Source: an optimization exercise on an open RTL-to-GDS flow (aim: small area). Production flows keep margins and buffers that such runs may drop. In this exercise RTL edits were held to simulation tests only and were not proved equivalent to the original. Power and IR drop assume default switching activity.

[flow/design.v]
module fsm_main (
    input  wire clk,
    input  wire reset,
    input  wire cmd_iniciar,
    input  wire sensor_nivel,
    input  wire alarme_rolha,
    input  wire aprovado,
    input  wire reprovado,
    output wire esteira,
    output wire valvula_ativa,
    output wire vedacao_ativa,
    output wire decrementar_rolha,      
    output wire descarte_ativo,
    output wire garrafa_aprovada,
    output wire posicao_cq
);
    localparam IDLE        = 3'd1;
    localparam ESTEIRA     = 3'd3;
    localparam ENCHENDO    = 3'd7;
    localparam VEDANDO     = 3'd0;
    localparam POSICAO_CQ  = 3'd2;
    localparam DESCARTANDO = 3'd4;
    localparam APROVADO    = 3'd6;
    reg [2:0] estado;
    reg [9:0] r;
    wire fim      = (r == 10'b1001000111);
    wire primeiro = (r == 10'd0);
    wire temporizado = (estado == ESTEIRA) | (estado == VEDANDO) |
                       (estado == DESCARTANDO) | (estado == APROVADO);
    always @(posedge clk or posedge reset) begin
        if (reset) begin
            estado <= IDLE;
        end else begin
            case (estado)
                IDLE:        if (cmd_iniciar) estado <= ESTEIRA;
                ESTEIRA:     if (fim) estado <= ENCHENDO;
                ENCHENDO:    if (alarme_rolha) estado <= IDLE;
                             else if (sensor_nivel) estado <= VEDANDO;
                VEDANDO:     if (fim) estado <= POSICAO_CQ;
                POSICAO_CQ:  if (reprovado & ~aprovado) estado <= DESCARTANDO;
                             else if (aprovado & ~reprovado) estado <= APROVADO;
                DESCARTANDO: if (fim) estado <= ESTEIRA;
                APROVADO:    if (fim) estado <= ESTEIRA;
                default:     estado <= IDLE;
            endcase
        end
    end
    always @(posedge clk)
        if (temporizado & ~fim)
            r <= {~r[8:0], r[9] ^ r[6]};
        else
            r <= 10'd0;
    assign esteira           = (estado == ESTEIRA) & ~primeiro;
    assign valvula_ativa     = (estado == ENCHENDO);
    assign vedacao_ativa     = (estado == VEDANDO);
    assign decrementar_rolha = (estado == VEDANDO) & primeiro;
    assign posicao_cq        = (estado == POSICAO_CQ);
    assign descarte_ativo    = (estado == DESCARTANDO);
    assign garrafa_aprovada  = (estado == APROVADO);
endmodule
module contador_rolhas (
    input  wire clk,
    input  wire reset,
    input  wire decrementar,            
    input  wire sw_adicionar_manual,    
    output reg  dispensador_ativo,
    output reg  alarme_rolha_vazia,
    output reg  [4:0] dezena,
    output reg  [4:0] unidade
);
    reg [9:0] r;
    reg       gasto;
    wire [4:0] u = unidade;
    wire [4:0] d = dezena;
    wire u0  = ~u[4] & ~u[0];
    wire u1  = ~u[1] &  u[0];
    wire u5  =  u[4] &  u[0];
    wire u9  =  u[4] & ~u[3];
    wire d0  = ~d[4] & ~d[0];
    wire d9  =  d[4] & ~d[3];
    wire c0  = d0 & u0;
    wire c1  = d0 & u1;
    wire c5  = d0 & u5;
    wire c99 = d9 & u9;
    wire fim   = (r == 10'b1001000111);
    wire repor = gasto & r[4];
    wire soma = ~repor & sw_adicionar_manual & ~c99;
    wire sub  = ~repor & ~soma & decrementar & ~c0;
    wire [4:0] u_mais  = {u[3:0], ~u[4]};
    wire [4:0] u_menos = {~u[0], u[4:1]};
    wire [4:0] u_prox  = (soma | sub) ? (soma ? u_mais : u_menos) : (u ^ {5{repor}});
    wire d_mais1 = (soma & u9) | (repor & ~u[4]);
    wire d_mais2 = repor & u[4];
    wire d_menos = sub & u0;
    wire d_fica  = ~(d_mais1 | d_mais2 | d_menos);
    wire [4:0] d_prox = ({5{d_fica}}  & d) |
                        ({5{d_mais1}} & {d[3:0], ~d[4]}) |
                        ({5{d_mais2}} & {1'b0, d[1], d[0], 2'b11}) |
                        ({5{d_menos}} & {~d[0], d[4:1]});
    always @(posedge clk or posedge reset) begin
        if (reset) begin
            dispensador_ativo  <= 1'b0;
            gasto              <= 1'b0;
            alarme_rolha_vazia <= 1'b0;
            dezena             <= 5'b00011;      
            unidade            <= 5'b00000;
        end else begin
            if (dispensador_ativo & fim) begin
                dispensador_ativo <= 1'b0;
                gasto             <= 1'b1;
            end else if (c5 & ~gasto) begin
                dispensador_ativo <= 1'b1;
            end
            unidade <= u_prox;
            dezena  <= d_prox;
            alarme_rolha_vazia <= c0 | (c1 & decrementar);
        end
    end
    always @(posedge clk)
        if (dispensador_ativo)
            r <= {~r[8:0], r[9] ^ r[6]};
        else
            r <= 10'd0;
endmodule
module contador_duzias_v2 (
    input  wire clk,
    input  wire reset,
    input  wire incrementar,
    output reg  [3:0] contador_valor    
);
    reg [3:0] doze;                      
    reg       incrementar_prev;
    wire pulso_subida = incrementar & ~incrementar_prev;
    wire doze_fim     = doze[3] & doze[1] & doze[0];                  
    wire valor_fim    = contador_valor[3] & contador_valor[1];        
    always @(posedge clk or posedge reset) begin
        if (reset) begin
            contador_valor   <= 4'd0;
            doze             <= 4'd0;
            incrementar_prev <= 1'b0;
        end else begin
            incrementar_prev <= incrementar;
            if (pulso_subida) begin
                if (doze_fim) begin
                    doze <= 4'd0;
                    contador_valor <= valor_fim ? 4'd0 : contador_valor + 4'd1;
                end else begin
                    doze <= doze + 4'd1;
                end
            end
        end
    end
endmodule
module debounce #(
    parameter PULSO_RESET = 1
) (
    input  wire clk,
    input  wire reset,
    input  wire button_in,
    output reg  pulse_out
);
    reg       button_sync_0;
    reg       button_sync_1;
    reg       button_stable_n;         
    reg [4:0] r;
    wire differ = ~(button_sync_1 ^ button_stable_n);
    wire fim    = r[2] & r[1] & r[0];
    wire queda  = r[4] & ~r[3] & ~r[1];        
    wire cai    = differ & fim & ~button_stable_n;
    always @(posedge clk or posedge reset) begin
        if (reset) begin
            button_sync_0   <= 1'b1;
            button_sync_1   <= 1'b1;
            button_stable_n <= 1'b0;
            r               <= 5'b00000;
        end else begin
            button_sync_0 <= button_in;
            button_sync_1 <= button_sync_0;
            if (differ & fim)
                button_stable_n <= ~button_sync_1;
            if (differ & ~fim)
                r <= {~r[3:0], (r[4] ^ r[1]) & ~queda};
            else
                r <= {cai, 4'b0000};
        end
    end
    generate
        if (PULSO_RESET) begin : pulso_com_reset
            always @(posedge clk or posedge reset)
                if (reset) pulse_out <= 1'b0;
                else       pulse_out <= queda;
        end else begin : pulso_sem_reset
            always @(posedge clk)
                pulse_out <= queda;
        end
    endgenerate
endmodule
module decodificador_display (
    input  wire [4:0] j,
    output wire [6:0] hex
);
    wire d0 = ~j[4] & ~j[0];
    wire d1 = ~j[1] &  j[0];
    wire d2 = ~j[2] &  j[1];
    wire d3 = ~j[3] &  j[2];
    wire d4 = ~j[4] &  j[3];
    wire d5 =  j[4] &  j[0];
    wire d6 =  j[4] & ~j[0] & j[1];
    wire d7 = ~j[1] &  j[2];
    wire d8 = ~j[2] &  j[3];
    wire d9 = ~j[3] &  j[4];
    assign hex[0] = d1 | d4;
    assign hex[1] = j[4] & j[1];                        
    assign hex[2] = d2;
    assign hex[3] = d1 | d4 | d7;
    assign hex[4] = d1 | d3 | d4 | d5 | d7 | d9;
    assign hex[5] = (j[0] & ~j[3]) | d7;                
    assign hex[6] = ~j[1] & (~j[4] | j[2]);             
endmodule
module projeto_vinho_top (
    input  wire       CLOCK_50,
    input  wire       KEY0,        
    input  wire       KEY1,        
    input  wire [7:0] SW,
    output wire [9:0] LEDR,
    output wire [6:0] HEX0,
    output wire [6:0] HEX1,
    output wire [6:0] HEX2,
    output wire [6:0] HEX3
);
    wire clk   = CLOCK_50;
    wire reset = ~KEY1;
    wire sensor_nivel, aprovado_cq, reprovado_cq, sw_adicionar_rolha, pulso_start;
    debounce #(.PULSO_RESET(0)) debounce_sensor   (.clk(clk), .reset(reset), .button_in(SW[1]), .pulse_out(sensor_nivel));
    debounce #(.PULSO_RESET(0)) debounce_apro_cq  (.clk(clk), .reset(reset), .button_in(SW[2]), .pulse_out(aprovado_cq));
    debounce #(.PULSO_RESET(0)) debounce_repro_cq (.clk(clk), .reset(reset), .button_in(SW[3]), .pulse_out(reprovado_cq));
    debounce debounce_add_rolha(.clk(clk), .reset(reset), .button_in(SW[7]), .pulse_out(sw_adicionar_rolha));
    debounce debounce_start    (.clk(clk), .reset(reset), .button_in(KEY0),  .pulse_out(pulso_start));
    wire alarme_rolha_vazia, dispensador_ativo;
    wire motor_ativo, valvula_ativa, vedacao_ativa, decrementar_rolha;
    wire descarte_ativo, garrafa_aprovada, posicao_cq;
    fsm_main fsm_main_inst (
        .clk(clk),
        .reset(reset),
        .cmd_iniciar(~KEY0),
        .sensor_nivel(sensor_nivel),
        .alarme_rolha(alarme_rolha_vazia),
        .aprovado(aprovado_cq),
        .reprovado(reprovado_cq),
        .esteira(motor_ativo),
        .valvula_ativa(valvula_ativa),
        .vedacao_ativa(vedacao_ativa),
        .decrementar_rolha(decrementar_rolha),
        .descarte_ativo(descarte_ativo),
        .garrafa_aprovada(garrafa_aprovada),
        .posicao_cq(posicao_cq)
    );
    wire [4:0] rolhas_dezena, rolhas_unidade;
    contador_rolhas contador_rolhas_inst (
        .clk(clk),
        .reset(reset),
        .decrementar(decrementar_rolha),
        .sw_adicionar_manual(sw_adicionar_rolha),
        .dispensador_ativo(dispensador_ativo),
        .alarme_rolha_vazia(alarme_rolha_vazia),
        .dezena(rolhas_dezena),
        .unidade(rolhas_unidade)
    );
    wire reset_duzias = reset | pulso_start;
    wire [3:0] duzias;
    contador_duzias_v2 contador_duzias_inst (
        .clk(clk),
        .reset(reset_duzias),
        .incrementar(garrafa_aprovada),
        .contador_valor(duzias)
    );
    assign LEDR = {motor_ativo, valvula_ativa, vedacao_ativa, descarte_ativo,
                   dispensador_ativo, posicao_cq, 3'b000, alarme_rolha_vazia};
    decodificador_display dec_rolhas_u (.j(rolhas_unidade), .hex(HEX0));
    decodificador_display dec_rolhas_d (.j(rolhas_dezena),  .hex(HEX1));
    wire duzias_dez = duzias[3] & duzias[1];
    reg  [6:0] hex2;
    always @(*) begin
        case (duzias)
            4'd0:  hex2 = 7'b1000000;
            4'd1:  hex2 = 7'b1111001;
            4'd2:  hex2 = 7'b0100100;
            4'd3:  hex2 = 7'b0110000;
            4'd4:  hex2 = 7'b0011001;
            4'd5:  hex2 = 7'b0010010;
            4'd6:  hex2 = 7'b0000010;
            4'd7:  hex2 = 7'b1111000;
            4'd8:  hex2 = 7'b0000000;
            4'd9:  hex2 = 7'b0010000;
            4'd10: hex2 = 7'b1000000;
            4'd11: hex2 = 7'b0110000;
            4'd12: hex2 = 7'b0011001;
            4'd13: hex2 = 7'b0010010;
            4'd14: hex2 = 7'b0000010;
            default: hex2 = 7'b1111000;
        endcase
    end
    assign HEX2 = hex2;
    assign HEX3 = duzias_dez ? 7'b1111001 : 7'b1000000;
endmodule
[flow/flow/run.sh]
#!/bin/bash
# The standard layout (standard.sh: ORFS from synthesis to the routed
# layout), with these changes:
#  - synthesis is synth_recipe.tcl unchanged except that ORFS's synth.tcl maps
#    the logic with flow/abc.script, an area-oriented ABC script, in place of
#    abc_speed.script, and leaves adders to ABC (no extract_fa/ADDER_MAP_FILE
#    step); registers are mapped before ABC runs, so they are the standard
#    synthesis's, with the same names and cells;
#  - the port buffers that global placement inserts are sky130_fd_sc_hd__buf_1;
#  - right after global placement (flow/downsize.tcl) every logic cell starts
#    at the smallest drive strength of its function; the resizer's
#    repair_design and repair_timing later in the flow upsize whatever slew,
#    load or timing then calls for;
#  - clock tree synthesis uses clkbuf_8 buffers and inserts no dummy loads;
#  - the floorplan does not split the tie cells (SKIP_REPAIR_TIE_FANOUT).
# Each tool's full output goes to standard.log here.
set -euo pipefail
W=$PWD

sed 's|^source \$::env(SCRIPTS_DIR)/synth_preamble.tcl$|&\nset abc_args [lreplace $abc_args 1 1 '"$W"'/flow/abc.script]\nunset -nocomplain ::env(ADDER_MAP_FILE)|' \
  "$FLOW_HOME/scripts/synth.tcl" > "$W/synth_abc.tcl"
grep -q "flow/abc.script" "$W/synth_abc.tcl"
grep -q "unset -nocomplain ::env(ADDER_MAP_FILE)" "$W/synth_abc.tcl"
sed 's|\$::env(SCRIPTS_DIR)/synth.tcl|'"$W"'/synth_abc.tcl|' synth_recipe.tcl > "$W/synth_recipe_abc.tcl"
grep -q "synth_abc.tcl" "$W/synth_recipe_abc.tcl"
sed 's|SYNTH_SCRIPT=[^ ]*synth_recipe.tcl|SYNTH_SCRIPT='"$W"'/synth_recipe_abc.tcl|' standard.sh > "$W/standard_abc.sh"
grep -q "synth_recipe_abc.tcl" "$W/standard_abc.sh"

export BUFFER_PORTS_ARGS="-buffer_cell sky130_fd_sc_hd__buf_1"
export POST_GLOBAL_PLACE_TCL="$W/flow/downsize.tcl"
export CTS_ARGS="-sink_clustering_enable -repair_clock_nets -buf_list sky130_fd_sc_hd__clkbuf_8 -dont_use_dummy_load"
export SKIP_REPAIR_TIE_FANOUT=1
bash "$W/standard_abc.sh" > standard.log 2>&1
[flow/flow/abc.script]
&get -n
&st
&put
strash
dch -f
amap
strash
dch -f
amap
strash
dch -f
amap
strash
dch -f
amap
[flow/flow/downsize.tcl]
set dmap [dict create \
  sky130_fd_sc_hd__a2111o_2 sky130_fd_sc_hd__a2111o_1 \
  sky130_fd_sc_hd__a2111o_4 sky130_fd_sc_hd__a2111o_1 \
  sky130_fd_sc_hd__a2111oi_1 sky130_fd_sc_hd__a2111oi_0 \
  sky130_fd_sc_hd__a2111oi_2 sky130_fd_sc_hd__a2111oi_0 \
  sky130_fd_sc_hd__a2111oi_4 sky130_fd_sc_hd__a2111oi_0 \
  sky130_fd_sc_hd__a211o_2 sky130_fd_sc_hd__a211o_1 \
  sky130_fd_sc_hd__a211o_4 sky130_fd_sc_hd__a211o_1 \
  sky130_fd_sc_hd__a211oi_2 sky130_fd_sc_hd__a211oi_1 \
  sky130_fd_sc_hd__a211oi_4 sky130_fd_sc_hd__a211oi_1 \
  sky130_fd_sc_hd__a21bo_4 sky130_fd_sc_hd__a21bo_1 \
  sky130_fd_sc_hd__a21boi_2 sky130_fd_sc_hd__a21boi_0 \
  sky130_fd_sc_hd__a21boi_4 sky130_fd_sc_hd__a21boi_0 \
  sky130_fd_sc_hd__a21o_2 sky130_fd_sc_hd__a21o_1 \
  sky130_fd_sc_hd__a21o_4 sky130_fd_sc_hd__a21o_1 \
  sky130_fd_sc_hd__a21oi_2 sky130_fd_sc_hd__a21oi_1 \
  sky130_fd_sc_hd__a21oi_4 sky130_fd_sc_hd__a21oi_1 \
  sky130_fd_sc_hd__a221o_2 sky130_fd_sc_hd__a221o_1 \
  sky130_fd_sc_hd__a221o_4 sky130_fd_sc_hd__a221o_1 \
  sky130_fd_sc_hd__a221oi_2 sky130_fd_sc_hd__a221oi_1 \
  sky130_fd_sc_hd__a221oi_4 sky130_fd_sc_hd__a221oi_1 \
  sky130_fd_sc_hd__a22o_2 sky130_fd_sc_hd__a22o_1 \
  sky130_fd_sc_hd__a22o_4 sky130_fd_sc_hd__a22o_1 \
  sky130_fd_sc_hd__a22oi_2 sky130_fd_sc_hd__a22oi_1 \
  sky130_fd_sc_hd__a22oi_4 sky130_fd_sc_hd__a22oi_1 \
  sky130_fd_sc_hd__a2bb2o_2 sky130_fd_sc_hd__a2bb2o_1 \
  sky130_fd_sc_hd__a2bb2o_4 sky130_fd_sc_hd__a2bb2o_1 \
  sky130_fd_sc_hd__a2bb2oi_2 sky130_fd_sc_hd__a2bb2oi_1 \
  sky130_fd_sc_hd__a2bb2oi_4 sky130_fd_sc_hd__a2bb2oi_1 \
  sky130_fd_sc_hd__a311o_2 sky130_fd_sc_hd__a311o_1 \
  sky130_fd_sc_hd__a311o_4 sky130_fd_sc_hd__a311o_1 \
  sky130_fd_sc_hd__a311oi_2 sky130_fd_sc_hd__a311oi_1 \
  sky130_fd_sc_hd__a311oi_4 sky130_fd_sc_hd__a311oi_1 \
  sky130_fd_sc_hd__a31o_4 sky130_fd_sc_hd__a31o_1 \
  sky130_fd_sc_hd__a31oi_2 sky130_fd_sc_hd__a31oi_1 \
  sky130_fd_sc_hd__a31oi_4 sky130_fd_sc_hd__a31oi_1 \
  sky130_fd_sc_hd__a32o_2 sky130_fd_sc_hd__a32o_1 \
  sky130_fd_sc_hd__a32o_4 sky130_fd_sc_hd__a32o_1 \
  sky130_fd_sc_hd__a32oi_2 sky130_fd_sc_hd__a32oi_1 \
  sky130_fd_sc_hd__a32oi_4 sky130_fd_sc_hd__a32oi_1 \
  sky130_fd_sc_hd__a41o_2 sky130_fd_sc_hd__a41o_1 \
  sky130_fd_sc_hd__a41o_4 sky130_fd_sc_hd__a41o_1 \
  sky130_fd_sc_hd__a41oi_2 sky130_fd_sc_hd__a41oi_1 \
  sky130_fd_sc_hd__a41oi_4 sky130_fd_sc_hd__a41oi_1 \
  sky130_fd_sc_hd__and2_2 sky130_fd_sc_hd__and2_0 \
  sky130_fd_sc_hd__and2_4 sky130_fd_sc_hd__and2_0 \
  sky130_fd_sc_hd__and2b_2 sky130_fd_sc_hd__and2b_1 \
  sky130_fd_sc_hd__and2b_4 sky130_fd_sc_hd__and2b_1 \
  sky130_fd_sc_hd__and3_2 sky130_fd_sc_hd__and3_1 \
  sky130_fd_sc_hd__and3_4 sky130_fd_sc_hd__and3_1 \
  sky130_fd_sc_hd__and3b_2 sky130_fd_sc_hd__and3b_1 \
  sky130_fd_sc_hd__and3b_4 sky130_fd_sc_hd__and3b_1 \
  sky130_fd_sc_hd__and4_2 sky130_fd_sc_hd__and4_1 \
  sky130_fd_sc_hd__and4_4 sky130_fd_sc_hd__and4_1 \
  sky130_fd_sc_hd__and4b_2 sky130_fd_sc_hd__and4b_1 \
  sky130_fd_sc_hd__and4b_4 sky130_fd_sc_hd__and4b_1 \
  sky130_fd_sc_hd__and4bb_4 sky130_fd_sc_hd__and4bb_1 \
  sky130_fd_sc_hd__buf_2 sky130_fd_sc_hd__buf_1 \
  sky130_fd_sc_hd__buf_4 sky130_fd_sc_hd__buf_1 \
  sky130_fd_sc_hd__buf_6 sky130_fd_sc_hd__buf_1 \
  sky130_fd_sc_hd__buf_8 sky130_fd_sc_hd__buf_1 \
  sky130_fd_sc_hd__buf_12 sky130_fd_sc_hd__buf_1 \
  sky130_fd_sc_hd__buf_16 sky130_fd_sc_hd__buf_1 \
  sky130_fd_sc_hd__bufbuf_16 sky130_fd_sc_hd__bufbuf_8 \
  sky130_fd_sc_hd__bufinv_16 sky130_fd_sc_hd__bufinv_8 \
  sky130_fd_sc_hd__fa_2 sky130_fd_sc_hd__fa_1 \
  sky130_fd_sc_hd__fa_4 sky130_fd_sc_hd__fa_1 \
  sky130_fd_sc_hd__ha_2 sky130_fd_sc_hd__ha_1 \
  sky130_fd_sc_hd__ha_4 sky130_fd_sc_hd__ha_1 \
  sky130_fd_sc_hd__inv_4 sky130_fd_sc_hd__inv_1 \
  sky130_fd_sc_hd__inv_6 sky130_fd_sc_hd__inv_1 \
  sky130_fd_sc_hd__inv_8 sky130_fd_sc_hd__inv_1 \
  sky130_fd_sc_hd__inv_12 sky130_fd_sc_hd__inv_1 \
  sky130_fd_sc_hd__inv_16 sky130_fd_sc_hd__inv_1 \
  sky130_fd_sc_hd__maj3_2 sky130_fd_sc_hd__maj3_1 \
  sky130_fd_sc_hd__maj3_4 sky130_fd_sc_hd__maj3_1 \
  sky130_fd_sc_hd__mux2_4 sky130_fd_sc_hd__mux2_1 \
  sky130_fd_sc_hd__mux2_8 sky130_fd_sc_hd__mux2_1 \
  sky130_fd_sc_hd__mux2i_2 sky130_fd_sc_hd__mux2i_1 \
  sky130_fd_sc_hd__mux2i_4 sky130_fd_sc_hd__mux2i_1 \
  sky130_fd_sc_hd__mux4_4 sky130_fd_sc_hd__mux4_2 \
  sky130_fd_sc_hd__mux4_1 sky130_fd_sc_hd__mux4_2 \
  sky130_fd_sc_hd__nand2_2 sky130_fd_sc_hd__nand2_1 \
  sky130_fd_sc_hd__nand2_4 sky130_fd_sc_hd__nand2_1 \
  sky130_fd_sc_hd__nand2_8 sky130_fd_sc_hd__nand2_1 \
  sky130_fd_sc_hd__nand2b_2 sky130_fd_sc_hd__nand2b_1 \
  sky130_fd_sc_hd__nand2b_4 sky130_fd_sc_hd__nand2b_1 \
  sky130_fd_sc_hd__nand3_2 sky130_fd_sc_hd__nand3_1 \
  sky130_fd_sc_hd__nand3_4 sky130_fd_sc_hd__nand3_1 \
  sky130_fd_sc_hd__nand3b_2 sky130_fd_sc_hd__nand3b_1 \
  sky130_fd_sc_hd__nand3b_4 sky130_fd_sc_hd__nand3b_1 \
  sky130_fd_sc_hd__nand4_2 sky130_fd_sc_hd__nand4_1 \
  sky130_fd_sc_hd__nand4_4 sky130_fd_sc_hd__nand4_1 \
  sky130_fd_sc_hd__nand4b_2 sky130_fd_sc_hd__nand4b_1 \
  sky130_fd_sc_hd__nand4b_4 sky130_fd_sc_hd__nand4b_1 \
  sky130_fd_sc_hd__nand4bb_2 sky130_fd_sc_hd__nand4bb_1 \
  sky130_fd_sc_hd__nand4bb_4 sky130_fd_sc_hd__nand4bb_1 \
  sky130_fd_sc_hd__nor2_2 sky130_fd_sc_hd__nor2_1 \
  sky130_fd_sc_hd__nor2_4 sky130_fd_sc_hd__nor2_1 \
  sky130_fd_sc_hd__nor2_8 sky130_fd_sc_hd__nor2_1 \
  sky130_fd_sc_hd__nor2b_2 sky130_fd_sc_hd__nor2b_1 \
  sky130_fd_sc_hd__nor2b_4 sky130_fd_sc_hd__nor2b_1 \
  sky130_fd_sc_hd__nor3_2 sky130_fd_sc_hd__nor3_1 \
  sky130_fd_sc_hd__nor3_4 sky130_fd_sc_hd__nor3_1 \
  sky130_fd_sc_hd__nor3b_2 sky130_fd_sc_hd__nor3b_1 \
  sky130_fd_sc_hd__nor3b_4 sky130_fd_sc_hd__nor3b_1 \
  sky130_fd_sc_hd__nor4_2 sky130_fd_sc_hd__nor4_1 \
  sky130_fd_sc_hd__nor4_4 sky130_fd_sc_hd__nor4_1 \
  sky130_fd_sc_hd__nor4b_2 sky130_fd_sc_hd__nor4b_1 \
  sky130_fd_sc_hd__nor4b_4 sky130_fd_sc_hd__nor4b_1 \
  sky130_fd_sc_hd__nor4bb_2 sky130_fd_sc_hd__nor4bb_1 \
  sky130_fd_sc_hd__nor4bb_4 sky130_fd_sc_hd__nor4bb_1 \
  sky130_fd_sc_hd__o2111a_2 sky130_fd_sc_hd__o2111a_1 \
  sky130_fd_sc_hd__o2111a_4 sky130_fd_sc_hd__o2111a_1 \
  sky130_fd_sc_hd__o2111ai_2 sky130_fd_sc_hd__o2111ai_1 \
  sky130_fd_sc_hd__o2111ai_4 sky130_fd_sc_hd__o2111ai_1 \
  sky130_fd_sc_hd__o211a_4 sky130_fd_sc_hd__o211a_1 \
  sky130_fd_sc_hd__o211ai_2 sky130_fd_sc_hd__o211ai_1 \
  sky130_fd_sc_hd__o211ai_4 sky130_fd_sc_hd__o211ai_1 \
  sky130_fd_sc_hd__o21a_2 sky130_fd_sc_hd__o21a_1 \
  sky130_fd_sc_hd__o21a_4 sky130_fd_sc_hd__o21a_1 \
  sky130_fd_sc_hd__o21ai_2 sky130_fd_sc_hd__o21ai_0 \
  sky130_fd_sc_hd__o21ai_4 sky130_fd_sc_hd__o21ai_0 \
  sky130_fd_sc_hd__o21ba_4 sky130_fd_sc_hd__o21ba_1 \
  sky130_fd_sc_hd__o21bai_2 sky130_fd_sc_hd__o21bai_1 \
  sky130_fd_sc_hd__o21bai_4 sky130_fd_sc_hd__o21bai_1 \
  sky130_fd_sc_hd__o221a_4 sky130_fd_sc_hd__o221a_1 \
  sky130_fd_sc_hd__o221ai_2 sky130_fd_sc_hd__o221ai_1 \
  sky130_fd_sc_hd__o221ai_4 sky130_fd_sc_hd__o221ai_1 \
  sky130_fd_sc_hd__o22a_2 sky130_fd_sc_hd__o22a_1 \
  sky130_fd_sc_hd__o22a_4 sky130_fd_sc_hd__o22a_1 \
  sky130_fd_sc_hd__o22ai_2 sky130_fd_sc_hd__o22ai_1 \
  sky130_fd_sc_hd__o22ai_4 sky130_fd_sc_hd__o22ai_1 \
  sky130_fd_sc_hd__o2bb2a_2 sky130_fd_sc_hd__o2bb2a_1 \
  sky130_fd_sc_hd__o2bb2a_4 sky130_fd_sc_hd__o2bb2a_1 \
  sky130_fd_sc_hd__o2bb2ai_2 sky130_fd_sc_hd__o2bb2ai_1 \
  sky130_fd_sc_hd__o2bb2ai_4 sky130_fd_sc_hd__o2bb2ai_1 \
  sky130_fd_sc_hd__o311a_2 sky130_fd_sc_hd__o311a_1 \
  sky130_fd_sc_hd__o311a_4 sky130_fd_sc_hd__o311a_1 \
  sky130_fd_sc_hd__o311ai_2 sky130_fd_sc_hd__o311ai_0 \
  sky130_fd_sc_hd__o311ai_4 sky130_fd_sc_hd__o311ai_0 \
  sky130_fd_sc_hd__o31a_2 sky130_fd_sc_hd__o31a_1 \
  sky130_fd_sc_hd__o31a_4 sky130_fd_sc_hd__o31a_1 \
  sky130_fd_sc_hd__o31ai_2 sky130_fd_sc_hd__o31ai_1 \
  sky130_fd_sc_hd__o31ai_4 sky130_fd_sc_hd__o31ai_1 \
  sky130_fd_sc_hd__o32a_2 sky130_fd_sc_hd__o32a_1 \
  sky130_fd_sc_hd__o32a_4 sky130_fd_sc_hd__o32a_1 \
  sky130_fd_sc_hd__o32ai_2 sky130_fd_sc_hd__o32ai_1 \
  sky130_fd_sc_hd__o32ai_4 sky130_fd_sc_hd__o32ai_1 \
  sky130_fd_sc_hd__o41a_2 sky130_fd_sc_hd__o41a_1 \
  sky130_fd_sc_hd__o41a_4 sky130_fd_sc_hd__o41a_1 \
  sky130_fd_sc_hd__o41ai_2 sky130_fd_sc_hd__o41ai_1 \
  sky130_fd_sc_hd__o41ai_4 sky130_fd_sc_hd__o41ai_1 \
  sky130_fd_sc_hd__or2_4 sky130_fd_sc_hd__or2_0 \
  sky130_fd_sc_hd__or2b_2 sky130_fd_sc_hd__or2b_1 \
  sky130_fd_sc_hd__or2b_4 sky130_fd_sc_hd__or2b_1 \
  sky130_fd_sc_hd__or3_2 sky130_fd_sc_hd__or3_1 \
  sky130_fd_sc_hd__or3_4 sky130_fd_sc_hd__or3_1 \
  sky130_fd_sc_hd__or3b_4 sky130_fd_sc_hd__or3b_1 \
  sky130_fd_sc_hd__or4_2 sky130_fd_sc_hd__or4_1 \
  sky130_fd_sc_hd__or4_4 sky130_fd_sc_hd__or4_1 \
  sky130_fd_sc_hd__or4b_4 sky130_fd_sc_hd__or4b_1 \
  sky130_fd_sc_hd__or4bb_2 sky130_fd_sc_hd__or4bb_1 \
  sky130_fd_sc_hd__or4bb_4 sky130_fd_sc_hd__or4bb_1 \
  sky130_fd_sc_hd__sdlclkp_2 sky130_fd_sc_hd__sdlclkp_1 \
  sky130_fd_sc_hd__sdlclkp_4 sky130_fd_sc_hd__sdlclkp_1 \
  sky130_fd_sc_hd__xnor2_2 sky130_fd_sc_hd__xnor2_1 \
  sky130_fd_sc_hd__xnor2_4 sky130_fd_sc_hd__xnor2_1 \
  sky130_fd_sc_hd__xnor3_2 sky130_fd_sc_hd__xnor3_1 \
  sky130_fd_sc_hd__xnor3_4 sky130_fd_sc_hd__xnor3_1 \
  sky130_fd_sc_hd__xor2_2 sky130_fd_sc_hd__xor2_1 \
  sky130_fd_sc_hd__xor2_4 sky130_fd_sc_hd__xor2_1 \
  sky130_fd_sc_hd__xor3_2 sky130_fd_sc_hd__xor3_1 \
  sky130_fd_sc_hd__xor3_4 sky130_fd_sc_hd__xor3_1 \
]
# Downsize every logic cell to the smallest cell of the same function, and
# make the port buffers the smallest buffer; repair_design and repair_timing
# later in the flow upsize whatever timing, slew or load then calls for.
set n 0
foreach inst [get_cells *] {
  set ref [get_property $inst ref_name]
  set name [get_full_name $inst]
  if {[dict exists $dmap $ref]} {
    replace_cell $name [dict get $dmap $ref]
    incr n
  } elseif {$ref eq "sky130_fd_sc_hd__clkdlybuf4s50_1" && [regexp {^(input|output)[0-9]+$} $name]} {
    replace_cell $name sky130_fd_sc_hd__buf_1
    incr n
  }
}
puts "downsize: replaced $n cells"
[flow/standard.sh]
#!/bin/bash
# synth_recipe.tcl (not shown) runs the flow's synth.tcl, then flattens the netlist and writes it again
# the make line also repeats each setting of config.mk as NAME=value (left out here)
make -C /OpenROAD-flow-scripts/flow DESIGN_CONFIG=/design/flow/config.mk WORK_HOME=/design/flow/orfs CLKGATE_MAP_FILE= SYNTH_SCRIPT=/design/flow/synth_recipe.tcl "${@:-finish}"
[flow/config.mk]
export PLATFORM = sky130hd
export DESIGN_NAME = projeto_vinho_top
export DESIGN_NICKNAME = projeto_vinho_top
export VERILOG_FILES = /design/flow/design.v
export SDC_FILE = /design/flow/constraint.sdc
export NUM_CORES = 4
export LEC_CHECK = 0
export CAP_MARGIN = 0
export CORE_MARGIN = 2
export CORE_UTILIZATION = 40
export CTS_BUF_LIST = sky130_fd_sc_hd__clkbuf_8
export PLACE_DENSITY = 0.6
export SLEW_MARGIN = 0
[flow/constraint.sdc]
create_clock -name core_clock -period 10.0 [get_ports {CLOCK_50}]
set_input_delay 2.0000 -clock core_clock [delete_from_list [all_inputs] [get_ports {CLOCK_50}]]
set_output_delay 2.0000 -clock core_clock [all_outputs]
set_load 0.01 [all_outputs]
==> impl_metrics.json, run 1 <==
{
  "htreeDepth": 3,
  "hold_viol": 0,
  "ctsRootBufferMaster": "clkbuf_8",
  "drive_above_1_share": 0.06394,
  "cts_tree": "done",
  "fmax_ghz": 0.2708,
  "hold_path.class": "reg -> reg",
  "synth_edf_count": 0,
  "synth_top_family_by_area": "simple AND/OR/NAND/NOR gates",
  "clk_pin_slew_ps": 70,
  "cp-end-kind": "output port",
  "synth_xor_area_frac": 0,
  "grt_first_pass_wirelength_um": 10740,
  "tightest_slew_ps": 748.2,
  "post_cts_buffers": 0,
  "crit_path_max_fanout": 5,
  "synth_nets": 372,
  "setup_ws_ps": 6308,
  "grt-ovfl-total": 0,
  "nets": 404,
  "synth_flop_cell": "dfrtp_1",
  "die_y_um": 98.45,
  "clock_latency_ps": 350,
  "n_antenna_cell": 0,
  "synth_mux_area_frac": 0,
  "via_per_inst": 5.172,
  "port_buffers": 38,
  "vias": 2581,
  "grt_pass1_vias": 2443,
  "drtIter0Drc": 134,
  "stdcell_count": 499,
  "worst_setup_path_start_kind": "flip-flop",
  "cts_hold_buf": 0,
  "yosysMostFrequentCell": "nor2_1",
  "postSynthCellCount": 361,
  "yosys-top-cells-area": "dfrtp_1, dfxtp_1, dfstp_2",
  "cts_buffers": 9,
  "place_inst": 490,
  "rows": 34,
  "hpwl_um": 4641,
  "skew_ps": 21.67,
  "worstSetupPathType": "reg -> out",
  "switching_share": 0.3467,
  "dp_slack_ps": 6658,
  "async_reset_ff_frac": 0.7444,
  "die-area_um2": 9692,
  "io_pins": 49,
  "core_area_um2": 8678,
  "synth_compound_area_frac": 0.1406,
  "seq_area_frac_synth": 0.6034,
  "slowest_stage": "dfstp_2",
  "ir_drop_mv": 0.1772,
  "synth_common_cells": "nor2_1, dfrtp_1, clkinv_1",
  "finalSetupViolations": 0,
  "drc": 0,
  "die_w_um": 98.45,
  "required_ps": 8000,
  "p_per_area_nw_per_um2": 262.7,
  "p_clk_frac": 0.181,
  "start_util": 0.4112,
  "crit_chain": "clkinv_1, o22ai_1, o21bai_1, a211oi_1, o21ai_0, buf_1",
  "drtAntennaViolNets": 0,
  "crit_arrival_ps": 1690,
  "syn_area_um2": 3568,
  "cp_slowest_stage_delay_ps": 570,
  "cts_num_sinks": 90,
  "netSwitchingPower_mw": 0.3510,
  "clk_path_buf_depth": 2,
  "pwr-share-seq": 0.552,
  "post-route-period-util": 0.3692,
  "area_delta_synth_final_pct": 7.995,
  "power_mw": 1.012,
  "rsz0062_at_grt": "false",
  "r2r_slack_ps": 7420,
  "period_needed_ps": 3692,
  "setup_tns_ps": 0,
  "synth-simple-area-share": 0.1665,
  "finalWirelength_um": 6219,
  "antenna_found_initial": 0,
  "power_leakage_nw": 1.557,
  "post-route-util": 0.4441,
  "synth.distinct_cells": 38,
  "drv_slew": 0,
  "combPwrFrac": 0.267,
  "yosys.area_share.adder": 0,
  "first_pass_iters": 4,
  "max_cap_violations": 0,
  "synth.largest_area_cell": "dfrtp_1",
  "maxSlewHeadroom": 0.5001,
  "wl_per_cell_um": 12.46,
  "synth_seq_cells": 90,
  "grt_usage": 0.1346,
  "p_int_mw": 0.6614,
  "run_status": "no timing/DRC/antenna violations",
  "cts_resized": 0,
  "synth.top_cell.area_share": 0.3787,
  "syn_area_per_cell_um2": 9.885,
  "grt_max_degree": 33,
  "yosysWarningCount": 6
}
==> worst paths after layout <==
kind	startpoint	endpoint	cells past startpoint
worst max-delay path	contador_rolhas_inst.dezena[0]	HEX1[4]	6
worst min-delay path	debounce_sensor.button_sync_0	debounce_sensor.button_sync_1	0
worst max register to register	contador_rolhas_inst.unidade[4]	contador_rolhas_inst.dezena[4]	10
worst min register to register	debounce_sensor.button_sync_0	debounce_sensor.button_sync_1	0
max in group asynchronous	KEY1	contador_rolhas_inst.dezena[0]	3
min in group asynchronous	debounce_start.pulse_out	contador_duzias_inst.contador_valor[0]	1
==> routing by layer <==
metal / share of wire / wire length, um / global-route usage / vias to the layer above
met5: 0 / 0 / 0 / -
met4: 0.015 / 91 / 0.05585 / 0
met3: 0.037 / 231 / 0.02553 / 9
met2: 0.46 / 2861 / 0.2125 / 48
met1: 0.49 / 3035 / 0.1838 / 1228
li1: - / - / - / 1296
==> power by group through the flow <==
| stage | Combinational, mW | Clock (mW) | Sequential, mW |
|---|---|---|---|
| 5_1_grt | 0.308 | 0.210 | 0.575 |
| 4_1_cts | 0.274 | 0.194 | 0.559 |
| 3_5_place_dp | 0.274 | 0 | 0.565 |
| 6_report | 0.271 | 0.183 | 0.558 |
| 3_3_place_gp | 0.265 | 0 | 0.563 |
| 2_1_floorplan | 0.213 | 0 | 0.542 |
==> sequential cells by signal, indices dropped and copies added, names as in the netlist, 3 cells and up <==
signal	cells
debounce_start.r	5
contador_rolhas_inst.unidade	5
contador_duzias_inst.contador_valor	4
contador_rolhas_inst.r	10
debounce_repro_cq.r	5
debounce_sensor.r	5
fsm_main_inst.estado	3
contador_rolhas_inst.dezena	5
fsm_main_inst.r	10
debounce_apro_cq.r	5
debounce_add_rolha.r	5
contador_duzias_inst.doze	4
==> area by class of cell <==
class | instances | area [um2]
flip-flops and latches | 90 | 2153
multi-input cells | 207 | 1104
fillers | 872 | 4825
well taps | 108 | 135.1
repair buffers | 40 | 168.9
clock buffers | 9 | 123.9
inverters | 45 | 168.9
==> cell usage in the layout, fill, tap and decap left out, types with 5 or more instances in the layout <==
cell type   n
a2111oi_0   5
a21oi_1     8
buf_1      37
clkbuf_8    9
clkinv_1   45
dfrtp_1    54
dfstp_2    13
dfxtp_1    23
nand2_1    18
nand3_1     7
nor2_1     73
nor3_1     12
nor3b_1     5
nor4_1      6
o21ai_0    15
o221ai_1   13
o22ai_1    15
==> per-stage QoR <==
| step | hold slack [ps] | cell area [um2] |
|---|---|---|
| detailed placement | 346.9 | 3730 |
| global placement | 345.2 | 3712 |
| floorplan | 345.2 | 3568 |
| finish | 357.5 | 3854 |
| global route | 361.7 | 3854 |
| CTS | 358.7 | 3854 |
==> critical path: cells and delay by family (launching register included) <==
kind	cells	cell delay, ps
DFF	1	570
AOI/OAI and AO/OA	4	490
buffers and inverters	2	320
==> logic make-up (layout without fill, tap and decap cells) <==
| kind of cell | after synthesis | after routing |
|---|---|---|
| and+or+nand+nor | 133 | 133 |
| other | 2 | 2 |
| AOI/OAI and AO/OA | 72 | 72 |
| DFF | 90 | 90 |
| buffers and inverters | 64 | 94 |
==> inputs of run 2 (changes only) <==
--- a/flow/flow/run.sh
+++ b/flow/flow/run.sh
@@ -11,7 +11,7 @@
 #    at the smallest drive strength of its function; the resizer's
 #    repair_design and repair_timing later in the flow upsize whatever slew,
 #    load or timing then calls for;
-#  - clock tree synthesis uses clkbuf_8 buffers and inserts no dummy loads;
+#  - clock tree synthesis uses buf_6 buffers and inserts no dummy loads;
 #  - the floorplan does not split the tie cells (SKIP_REPAIR_TIE_FANOUT).
 # Each tool's full output goes to standard.log here.
 set -euo pipefail
@@ -28,6 +28,6 @@
 
 export BUFFER_PORTS_ARGS="-buffer_cell sky130_fd_sc_hd__buf_1"
 export POST_GLOBAL_PLACE_TCL="$W/flow/downsize.tcl"
-export CTS_ARGS="-sink_clustering_enable -repair_clock_nets -buf_list sky130_fd_sc_hd__clkbuf_8 -dont_use_dummy_load"
+export CTS_ARGS="-sink_clustering_enable -repair_clock_nets -buf_list sky130_fd_sc_hd__buf_6 -dont_use_dummy_load"
 export SKIP_REPAIR_TIE_FANOUT=1
 bash "$W/standard_abc.sh" > standard.log 2>&1
==> run 2 against run 1 <==
- still clean
- synthesized area unchanged
- clock skew up 1.6 ps
- core utilization down 0.26 points
- total power down 0.87%
- routed wire length up 0.16%
- design area down 0.58%
- synthesized cell count unchanged
- worst hold slack better by 0.67 ps
- combinational power about the same
- critical path type unchanged
- largest power group unchanged
==> impl_metrics.json, run 2 <==
{
  "htreeDepth": 3,
  "setup_ws_ps": 6347,
  "grt_first_pass_wirelength_um": 10760,
  "synth_top_family_by_area": "simple AND/OR/NAND/NOR gates",
  "wl_per_cell_um": 12.48,
  "drv_slew": 0,
  "die_w_um": 98.45,
  "slowest_stage": "dfstp_2",
  "clk_pin_slew_ps": 80,
  "synth_mux_area_frac": 0,
  "crit_path_max_fanout": 5,
  "crit_chain": "clkinv_1, o22ai_1, o21bai_1, a211oi_1, o21ai_0, buf_1",
  "drtAntennaViolNets": 0,
  "critPathBufInv": 2,
  "drive_above_1_share": 0.06394,
  "n_antenna_cell": 0,
  "hold_viol": 0,
  "finalSetupViolations": 0,
  "io_pins": 49,
  "seq_area_frac_synth": 0.6034,
  "synth_nets": 372,
  "area_delta_synth_final_pct": 7.363,
  "crit_arrival_ps": 1650,
  "required_ps": 8000,
  "grt_usage": 0.1347,
  "worstSetupPathType": "reg -> out",
  "synth_xor_area_frac": 0,
  "antenna_found_initial": 0,
  "max_cap_violations": 0,
  "power_leakage_nw": 1.547,
  "via_per_inst": 5.188,
  "synth_edf_count": 0,
  "grt_pass1_vias": 2437,
  "dp_slack_ps": 6658,
  "synth-simple-area-share": 0.1665,
  "grt_max_degree": 33,
  "yosys-top-cells-area": "dfrtp_1, dfxtp_1, dfstp_2",
  "cts_tree": "done",
  "finalWirelength_um": 6229,
  "fmax_ghz": 0.2738,
  "cts_num_sinks": 90,
  "maxSlewHeadroom": 0.5002,
  "synth_common_cells": "nor2_1, dfrtp_1, clkinv_1",
  "yosysWarningCount": 6,
  "syn_area_per_cell_um2": 9.885,
  "worst_setup_path_start_kind": "flip-flop",
  "start_util": 0.4112,
  "grt-ovfl-total": 0,
  "final_common_cell": "nor2_1",
  "synth_flop_cell": "dfrtp_1",
  "yosys.area_share.adder": 0,
  "clk_path_buf_depth": 2,
  "drc": 0,
  "run_status": "no timing/DRC/antenna violations",
  "fillers": 877,
  "yosysMostFrequentCell": "nor2_1",
  "cts_hold_buf": 0,
  "cts_resized": 0,
  "ir_drop_mv": 0.1757,
  "vias": 2589,
  "hpwl_um": 4641,
  "setup_tns_ps": 0,
  "first_pass_iters": 4,
  "synth.largest_area_cell": "dfrtp_1",
  "port_buffers": 38,
  "ctsRootBufferMaster": "buf_6",
  "rsz0062_at_grt": "false",
  "largestRegisters": "contador_rolhas_inst.r: 10 flops, fsm_main_inst.r: 10 flops",
  "synth_compound_area_frac": 0.1406,
  "hold_path.class": "reg -> reg",
  "post_cts_buffers": 0,
  "cp-end-kind": "output port",
  "skew_ps": 23.29,
  "synth.distinct_cells": 38,
  "period_needed_ps": 3653,
  "clock_latency_ps": 310,
  "critical_path.top_delay_family": "flip-flops",
  "die_y_um": 98.45,
  "p_per_area_nw_per_um2": 261.9,
  "post-route-period-util": 0.3653,
  "drtIter0Drc": 139,
  "async_reset_ff_frac": 0.7444,
  "cts_buffers": 9,
  "die-area_um2": 9692,
  "rows": 34,
  "synth.top_cell.area_share": 0.3787,
  "synth_seq_cells": 90,
  "cp_slowest_stage_delay_ps": 570,
  "postSynthCellCount": 361,
  "most-common-layout-cells": "nor2_1, dfrtp_1, clkinv_1, buf_1, dfxtp_1",
  "core_area_um2": 8678,
  "nets": 404,
  "syn_area_um2": 3568,
  "tightest_slew_ps": 748.2
}
run 2: cell count changes in the layout (fill, tap and decap cells not counted), sizes merged:
cell	delta
buf	+9
clkbuf	-9
run 2: per-stage QoR:
step	instance area, um2	hold WS, ps	std cells	total power, mW	util
finish	3831	358.2	499	1.004	0.4415
global route	3831	362.9	499	1.084	0.4415
CTS	3831	360.0	499	1.017	0.4415
detailed placement	3730	346.9	490	0.8383	0.4298
global placement	3712	345.2	489	0.8286	0.4278
floorplan	3568	345.2	361	0.7553	-
run 2: final cells by class:
type,count,area [um2],share of cell area
Sequential cell,90,2153,0.5621
Clock buffer,9,101.3,0.02645
Inverter,45,168.9,0.04409
Tap cell,108,135.1,0.03527
Timing Repair Buffer,40,168.9,0.04409
Multi-Input combinational cell,207,1104,0.2880
run 2: logic make-up after synthesis:
group	count (synthesis)
compound gates	72
buf+inv	64
flops	90
other cells	2
simple gates	133
run 2: metal layers:
| layer | GRT usage | share of wire | vias to the layer above |
|---|---|---|---|
| li1 | - | - | 1298 |
| met1 | 0.1838 | 0.49 | 1229 |
| met2 | 0.2130 | 0.46 | 53 |
| met3 | 0.02340 | 0.041 | 9 |
| met4 | 0.05901 | 0.016 | 0 |
| met5 | 0 | 0 | - |
run 2: worst paths after layout:
kind / from / end / slack, ps / depth (start not counted)
max reg2reg: contador_rolhas_inst.unidade[4] / contador_rolhas_inst.dezena[4] / 7430 / 10
min in group asynchronous: debounce_start.pulse_out / contador_duzias_inst.contador_valor[0] / 450 / 1
min: debounce_sensor.button_sync_0 / debounce_sensor.button_sync_1 / 360 / 0
max: contador_rolhas_inst.dezena[0] / HEX1[4] / 6350 / 6
max in group asynchronous: KEY1 / contador_rolhas_inst.dezena[0] / 7440 / 3
min reg2reg: debounce_sensor.button_sync_0 / debounce_sensor.button_sync_1 / 360 / 0
run 2: where the power goes:
part / switching [mW] / total [mW] / leakage [nW] / internal [mW]
Combinational: 0.165 / 0.270 / 0.487 / 0.105
Clock: 0.105 / 0.175 / 0.0545 / 0.0694
Sequential: 0.0831 / 0.559 / 1.01 / 0.476
==> inputs of run 3 (changes only) <==
--- a/flow/design.v
+++ b/flow/design.v
@@ -162,36 +162,37 @@
     reg       button_sync_0;
     reg       button_sync_1;
     reg       button_stable_n;         
+    reg       button_stable_prev_n;    
     reg [4:0] r;
     wire differ = ~(button_sync_1 ^ button_stable_n);
     wire fim    = r[2] & r[1] & r[0];
-    wire queda  = r[4] & ~r[3] & ~r[1];        
-    wire cai    = differ & fim & ~button_stable_n;
     always @(posedge clk or posedge reset) begin
         if (reset) begin
-            button_sync_0   <= 1'b1;
-            button_sync_1   <= 1'b1;
-            button_stable_n <= 1'b0;
-            r               <= 5'b00000;
+            button_sync_0      <= 1'b1;
+            button_sync_1      <= 1'b1;
+            button_stable_n      <= 1'b0;
+            r                  <= 5'b00000;
         end else begin
-            button_sync_0 <= button_in;
-            button_sync_1 <= button_sync_0;
+            button_sync_0      <= button_in;
+            button_sync_1      <= button_sync_0;
             if (differ & fim)
                 button_stable_n <= ~button_sync_1;
             if (differ & ~fim)
-                r <= {~r[3:0], (r[4] ^ r[1]) & ~queda};
+                r <= {~r[3:0], r[4] ^ r[1]};
             else
-                r <= {cai, 4'b0000};
+                r <= 5'b00000;
         end
     end
+    always @(posedge clk)
+        button_stable_prev_n <= button_stable_n;
     generate
         if (PULSO_RESET) begin : pulso_com_reset
             always @(posedge clk or posedge reset)
                 if (reset) pulse_out <= 1'b0;
-                else       pulse_out <= queda;
+                else       pulse_out <= ~button_stable_prev_n & button_stable_n;
         end else begin : pulso_sem_reset
             always @(posedge clk)
-                pulse_out <= queda;
+                pulse_out <= ~button_stable_prev_n & button_stable_n;
         end
     endgenerate
 endmodule
--- a/flow/flow/run.sh
+++ b/flow/flow/run.sh
@@ -11,7 +11,7 @@
 #    at the smallest drive strength of its function; the resizer's
 #    repair_design and repair_timing later in the flow upsize whatever slew,
 #    load or timing then calls for;
-#  - clock tree synthesis uses buf_6 buffers and inserts no dummy loads;
+#  - clock tree synthesis uses clkbuf_8 buffers and inserts no dummy loads;
 #  - the floorplan does not split the tie cells (SKIP_REPAIR_TIE_FANOUT).
 # Each tool's full output goes to standard.log here.
 set -euo pipefail
@@ -28,6 +28,6 @@
 
 export BUFFER_PORTS_ARGS="-buffer_cell sky130_fd_sc_hd__buf_1"
 export POST_GLOBAL_PLACE_TCL="$W/flow/downsize.tcl"
-export CTS_ARGS="-sink_clustering_enable -repair_clock_nets -buf_list sky130_fd_sc_hd__buf_6 -dont_use_dummy_load"
+export CTS_ARGS="-sink_clustering_enable -repair_clock_nets -buf_list sky130_fd_sc_hd__clkbuf_8 -dont_use_dummy_load"
 export SKIP_REPAIR_TIE_FANOUT=1
 bash "$W/standard_abc.sh" > standard.log 2>&1
==> run 3 against run 2 <==
- synthesized cell count grew 1.4%
- total power is 1.4% higher
- critical path depth stayed put
- flip-flop and latch count grew 5
- sequential power grew 4.5%
- largest cell class unchanged
- combinational power decreased by about 10%
- cell count increased by 1.2%
- still clean on timing, DRC and antenna
==> impl_metrics.json, run 3 <==
{
  "run_status": "no timing/DRC/antenna violations",
  "synth.top_cell.area_share": 0.3740,
  "r2r_cells": 9,
  "drv_slew": 0,
  "holdPathEnd": "debounce_apro_cq.button_sync_1",
  "rsz0062_at_grt": "false",
  "post-route-util": 0.4475,
  "hold_path.class": "reg -> reg",
  "synth_edf_count": 0,
  "vias": 2514,
  "seq_area_frac_synth": 0.6236,
  "syn_area_um2": 3613,
  "power_mw": 1.018,
  "r2r-start": "contador_rolhas_inst.unidade[4]",
  "synth_common_cells": "nor2_1, dfrtp_1, clkinv_1",
  "cts_buffers": 9,
  "setup_tns_ps": 0,
  "power_leakage_nw": 1.589,
  "grt_max_degree": 41,
  "n_antenna_cell": 0,
  "port_buffers": 38,
  "async_reset_ff_frac": 0.7053,
  "most-common-layout-cells": "nor2_1, dfrtp_1, clkinv_1, buf_1, dfxtp_1",
  "syn_area_per_cell_um2": 9.873,
  "core_area_um2": 8721,
  "drc": 0,
  "cts_hold_buf": 0,
  "antenna_found_initial": 0,
  "crit_path_max_fanout": 5,
  "cts_num_sinks": 95,
  "wl_per_cell_um": 12.04,
  "yosysWarningCount": 6,
  "hpwl_um": 4447,
  "crit_arrival_ps": 1750,
  "die_y_um": 99.05,
  "clock_latency_ps": 340,
  "synth_top_family_by_area": "simple AND/OR/NAND/NOR gates",
  "cts_resized": 0,
  "via_per_inst": 4.978,
  "synth-simple-area-share": 0.1655,
  "clk_pin_slew_ps": 70,
  "die-area_um2": 9810,
  "fmax_ghz": 0.2668,
  "synth.distinct_cells": 32,
  "ctsRootBufferMaster": "clkbuf_8",
  "postSynthCellCount": 366,
  "grt_usage": 0.1337,
  "synth_compound_area_frac": 0.1267,
  "first_pass_iters": 4,
  "clk_path_buf_depth": 2,
  "ir_drop_mv": 0.1144,
  "yosysMostFrequentCell": "nor2_1",
  "skew_ps": 12.57,
  "htreeDepth": 3,
  "final_common_cell": "nor2_1",
  "die_w_um": 99.05,
  "grt_first_pass_wirelength_um": 10540,
  "synth_flop_cell": "dfrtp_1",
  "min_from": "debounce_apro_cq.button_sync_0",
  "start_util": 0.4143,
  "io_pins": 49,
  "yosys-top-cells-area": "dfrtp_1, dfxtp_1, nor2_1",
  "synth_mux_area_frac": 0,
  "synth_xor_area_frac": 0,
  "area_delta_synth_final_pct": 7.999,
  "hold_viol": 0,
  "cp-end-kind": "output port",
  "fin_area_um2": 3902,
  "grt-ovfl-total": 0,
  "grt_pass1_vias": 2326,
  "dpl_cell_area_um2": 3779,
  "drtIter0Drc": 106,
  "nets": 410,
  "worst_setup_path_start_kind": "flip-flop",
  "post-route-period-util": 0.3747,
  "tightest_slew_ps": 805.3,
  "largestRegisters": "contador_rolhas_inst.r: 10 flops, fsm_main_inst.r: 10 flops",
  "cts_tree": "done",
  "post_cts_buffers": 0,
  "period_needed_ps": 3747,
  "required_ps": 8000,
  "drtAntennaViolNets": 0,
  "yosys.area_share.adder": 0,
  "hold_depth": 0,
  "finalWirelength_um": 6082,
  "maxSlewHeadroom": 0.4632,
  "finalSetupViolations": 0,
  "drive_above_1_share": 0.06297,
  "p_per_area_nw_per_um2": 260.8,
  "synth.largest_area_cell": "dfrtp_1",
  "rows": 34,
  "worstSetupPathType": "reg -> out",
  "synth_seq_cells": 95,
  "max_cap_violations": 0,
  "r2r_slack_ps": 7120,
  "timing.rr.end": "contador_rolhas_inst.dezena[2]",
  "synth_nets": 377
}
run 3: changes by cell type after synthesis, sizes merged, moves of 2 or more:
cell,previous run,this run
a21oi,8,10
a2111oi,5,0
clkinv,45,41
dfxtp,23,28
nor3b,5,0
nor2,73,92
nand2,18,16
a211oi,2,7
o21ai,15,11
o221ai,13,7
nor4,6,4
run 3: power by group:
part / switching [mW] / internal, mW
logic: 0.151 / 0.0920
clock network: 0.110 / 0.0808
registers: 0.0790 / 0.505
run 3: cell families after synthesis:
| logic type | after synthesis |
|---|---|
| other | 2 |
| DFF | 95 |
| buffers and inverters | 60 |
| and+or+nand+nor | 142 |
| AOI/OAI and AO/OA | 67 |
run 3: area by class of cell:
| type | instances | area, um2 |
|---|---|---|
| clock buffers | 9 | 123.9 |
| fillers | 856 | 4818 |
| inverters | 41 | 153.9 |
| multi-input cells | 211 | 1064 |
| flip-flops and latches | 95 | 2253 |
| well taps | 108 | 135.1 |
| repair buffers | 41 | 172.7 |
run 3: routing by layer:
layer | up-vias | share of wire | global-route usage
met5 | - | 0 | 0
li1 | 1292 | - | -
met2 | 58 | 0.42 | 0.1970
met1 | 1159 | 0.50 | 0.1863
met4 | 0 | 0.0097 | 0.04426
met3 | 5 | 0.065 | 0.04539
run 3: worst max-delay path by stage:
stage,end,start,slack [ps],cells after the start
2_1_floorplan,HEX1[4],contador_rolhas_inst.dezena[0],6690,5
6_report,HEX1[4],contador_rolhas_inst.dezena[0],6250,6
3_3_place_gp,contador_duzias_inst.contador_valor[2],KEY1,6550,3
5_1_grt,HEX1[4],contador_rolhas_inst.dezena[0],6150,6
3_5_place_dp,contador_duzias_inst.contador_valor[3],KEY1,6490,4
4_1_cts,HEX1[4],contador_rolhas_inst.dezena[0],6260,6
run 3: critical path: stages (launching register included):
cell	delay, ps
dfstp_2	560
clkinv_1	160
o22ai_1	210
o21bai_1	170
a21oi_1	70
o221ai_1	80
buf_1	180
run 3: per-stage QoR:
| step | hold WS [ps] | cells | setup WS, ps |
|---|---|---|---|
| floorplan | 345.2 | 366 | 6692 |
| global placement | 346.2 | 495 | 6552 |
| detailed placement | 346.8 | 496 | 6490 |
| CTS | 358.0 | 505 | 6260 |
| global route | 361.7 | 505 | 6147 |
| finish | 357.0 | 505 | 6253 |
==> inputs of run 4 (changes only) <==
--- a/flow/flow/run.sh
+++ b/flow/flow/run.sh
@@ -3,9 +3,8 @@
 # layout), with these changes:
 #  - synthesis is synth_recipe.tcl unchanged except that ORFS's synth.tcl maps
 #    the logic with flow/abc.script, an area-oriented ABC script, in place of
-#    abc_speed.script, and leaves adders to ABC (no extract_fa/ADDER_MAP_FILE
-#    step); registers are mapped before ABC runs, so they are the standard
-#    synthesis's, with the same names and cells;
+#    abc_speed.script; registers are mapped before ABC runs, so they are the
+#    standard synthesis's, with the same names and cells;
 #  - the port buffers that global placement inserts are sky130_fd_sc_hd__buf_1;
 #  - right after global placement (flow/downsize.tcl) every logic cell starts
 #    at the smallest drive strength of its function; the resizer's
@@ -17,10 +16,9 @@
 set -euo pipefail
 W=$PWD
 
-sed 's|^source \$::env(SCRIPTS_DIR)/synth_preamble.tcl$|&\nset abc_args [lreplace $abc_args 1 1 '"$W"'/flow/abc.script]\nunset -nocomplain ::env(ADDER_MAP_FILE)|' \
+sed 's|^source \$::env(SCRIPTS_DIR)/synth_preamble.tcl$|&\nset abc_args [lreplace $abc_args 1 1 '"$W"'/flow/abc.script]|' \
   "$FLOW_HOME/scripts/synth.tcl" > "$W/synth_abc.tcl"
 grep -q "flow/abc.script" "$W/synth_abc.tcl"
-grep -q "unset -nocomplain ::env(ADDER_MAP_FILE)" "$W/synth_abc.tcl"
 sed 's|\$::env(SCRIPTS_DIR)/synth.tcl|'"$W"'/synth_abc.tcl|' synth_recipe.tcl > "$W/synth_recipe_abc.tcl"
 grep -q "synth_abc.tcl" "$W/synth_recipe_abc.tcl"
 sed 's|SYNTH_SCRIPT=[^ ]*synth_recipe.tcl|SYNTH_SCRIPT='"$W"'/synth_recipe_abc.tcl|' standard.sh > "$W/standard_abc.sh"
==> flow/flow/abc.script (replaced) <==
&get -n
&st
&syn3
&put
dch -f
amap
strash
dch -f
amap
strash
dch -f
amap
strash
dch -f
amap
==> run 4 against run 3 <==
- still clean on timing, DRC and antenna
- worst setup slack got worse by 21 ps
- cell count grew 0.99%
- sequential power is 0.9% higher
- first-iteration DRC count is 75% higher
- critical path type unchanged
- critical endpoint is now LEDR[9]
==> impl_metrics.json, run 4 <==
{
  "synth_common_cells": "nor2_1, dfrtp_1, clkinv_1",
  "setup_ws_ps": 6232,
  "drtAntennaViolNets": 0,
  "ir_drop_mv": 0.08583,
  "post-route-period-util": 0.3768,
  "via_per_inst": 5.084,
  "clock_latency_ps": 340,
  "required_ps": 8000,
  "port_buffers": 38,
  "synth.distinct_cells": 38,
  "start_util": 0.4072,
  "syn_area_um2": 3727,
  "grt-ovfl-total": 0,
  "drc": 0,
  "async_reset_ff_frac": 0.7053,
  "die_w_um": 100.5,
  "first_pass_iters": 4,
  "cts_tree": "done",
  "die-area_um2": 10110,
  "ctsRootBufferMaster": "clkbuf_8",
  "largestRegisters": "contador_rolhas_inst.r: 10 flops, fsm_main_inst.r: 10 flops",
  "maxSlewHeadroom": 0.3220,
  "synth_flop_cell": "dfrtp_1",
  "postSynthCellCount": 367,
  "yosysWarningCount": 6,
  "antenna_found_initial": 0,
  "clk_path_buf_depth": 2,
  "fmax_ghz": 0.2654,
  "hold_viol": 0,
  "wl_per_cell_um": 12.41,
  "drive_above_1_share": 0.06266,
  "grt_first_pass_wirelength_um": 11050,
  "io_pins": 49,
  "r2r_slack_ps": 6800,
  "period_needed_ps": 3768,
  "most-common-layout-cells": "nor2_1, dfrtp_1, buf_1, clkinv_1, dfxtp_1",
  "skew_ps": 23.98,
  "seq_area_frac_synth": 0.6046,
  "place_inst": 501,
  "syn_area_per_cell_um2": 10.16,
  "cts_num_sinks": 95,
  "yosys-top-cells-area": "dfrtp_1, dfxtp_1, dfstp_2",
  "cts_hold_buf": 0,
  "synth.largest_area_cell": "dfrtp_1",
  "vias": 2593,
  "grt_pass1_vias": 2444,
  "worst_setup_path_start_kind": "flip-flop",
  "p_per_area_nw_per_um2": 261.9,
  "cts_resized": 0,
  "worstSetupPathType": "reg -> out",
  "finalSetupViolations": 0,
  "stdcell_count": 510,
  "rows": 35,
  "rsz0062_at_grt": "false",
  "synth_edf_count": 0,
  "run_status": "no timing/DRC/antenna violations",
  "power_leakage_nw": 1.663,
  "crit_arrival_ps": 1770,
  "final_common_cell": "nor2_1",
  "tightest_slew_ps": 1008,
  "synth_seq_cells": 95,
  "setup_tns_ps": 0,
  "hpwl_um": 4541,
  "area_delta_synth_final_pct": 7.956,
  "synth_nets": 389,
  "die_y_um": 100.5,
  "grt_usage": 0.1368,
  "crit_path_max_fanout": 3,
  "core_area_um2": 9153,
  "finalWirelength_um": 6327,
  "max_cap_violations": 0,
  "post_cts_buffers": 0,
  "drv_slew": 0,
  "synth.top_cell.area_share": 0.3625,
  "nets": 423,
  "grt_max_degree": 35,
  "n_antenna_cell": 0,
  "cts_buffers": 9,
  "drtIter0Drc": 186,
  "hold_path.class": "reg -> reg",
  "clk_pin_slew_ps": 70,
  "dp_slack_ps": 6399,
  "htreeDepth": 3,
  "yosysMostFrequentCell": "nor2_1",
  "cp-end-kind": "output port"
}
-- run 4: cell types whose count changed after synthesis, sizes merged, moves of 3 or more --
cell	previous run	this run
nor2	92	75
ha	0	11
a21oi	10	18
clkinv	41	38
nand2	16	13
nand4	0	3
o221ai	7	10
-- run 4: per-layer routing --
metal | up-vias | share of wire | wire length [um] | GRT usage
met2 | 47 | 0.46 | 2883 | 0.2055
met4 | 0 | 0.018 | 111 | 0.06322
met3 | 9 | 0.041 | 261 | 0.02843
met5 | - | 0 | 0 | 0
li1 | 1313 | - | - | -
met1 | 1224 | 0.49 | 3070 | 0.1909
-- run 4: cells by family (layout without fill, tap and decap cells) --
kind of cell | after synthesis | count (layout) | synth area share
adder cells (fa/ha/maj) | 11 | 11 | 0.03692
AND/OR/NAND/NOR | 122 | 122 | 0.1393
buffers and inverters | 57 | 89 | 0.07654
other | 2 | 2 | 0.002015
flip-flops | 95 | 95 | 0.6046
AO/OA/AOI/OAI | 80 | 80 | 0.1407
-- run 4: where the power goes --
part / internal (mW) / switching (mW)
Clock: 0.0808 / 0.107
Combinational: 0.104 / 0.173
Sequential: 0.511 / 0.0780
Total: 0.696 / 0.358
-- run 4: worst paths after layout --
path,from,end,depth (start not counted)
max,fsm_main_inst.r[0],LEDR[9],4
max reg2reg,contador_rolhas_inst.unidade[4],contador_rolhas_inst.dezena[2],12
max in group asynchronous,KEY1,contador_duzias_inst.incrementar_prev,4
min reg2reg,debounce_add_rolha.button_sync_0,debounce_add_rolha.button_sync_1,0
min,debounce_add_rolha.button_sync_0,debounce_add_rolha.button_sync_1,0
min in group asynchronous,debounce_start.pulse_out,contador_duzias_inst.contador_valor[0],1
-- run 4: cell type report --
type | instances | area (um2)
clock buffer | 9 | 123.9
multi-input combinational | 215 | 1189
timing repair buffer | 42 | 176.4
tap | 111 | 138.9
inverter | 38 | 142.6
fill | 889 | 5129
sequential | 95 | 2253
-- run 4: through the flow --
stage	total power [mW]	utilization	instance area, um2	hold WS (ps)
floorplan	0.7921	-	3727	345.2
global placement	0.8661	0.4250	3890	345.8
detailed placement	0.8762	0.4261	3900	347.0
CTS	1.069	0.4396	4024	358.5
global route	1.139	0.4396	4024	359.8
finish	1.054	0.4396	4024	356.5
-- run 4: critical path, stage by stage (launching register included) --
cell and delay (ps):
dfxtp_1 320, or3_1 360, nor4_1 480, nor3_1 120, buf_1 160

[port drivers added, routing unchanged]
In the flow no input, the clock included, has a driving cell. The finished layouts below were timed again as built, in two steps.
Step 1 sets driving cells, clkbuf_16 on the clock port and buf_2 on the other inputs (assumed; they add their load-dependent delay and slew).
Step 2 times the ports against the registers' clock, not the clock port: input delays grow and output delays shrink by t, the midpoint of the rising clock arrivals with the driver on.
a / b / c = ideal ports / drivers / drivers and shift; a / b = the first two.
run	t (ns)	slack for setup (ns)	latest minus earliest clock arrival (ns)
run 1	0.360	6.308 / 6.279 / 6.639	0.030 / 0.030
run 2	0.327	6.347 / 6.317 / 6.643	0.032 / 0.033
run 3	0.366	6.253 / 6.223 / 6.589	0.016 / 0.016
run 4	0.360	6.232 / 6.199 / 6.540	0.024 / 0.024
After both steps every run listed still meets setup and hold. The worst setup slack also covers recovery checks on asynchronous resets.
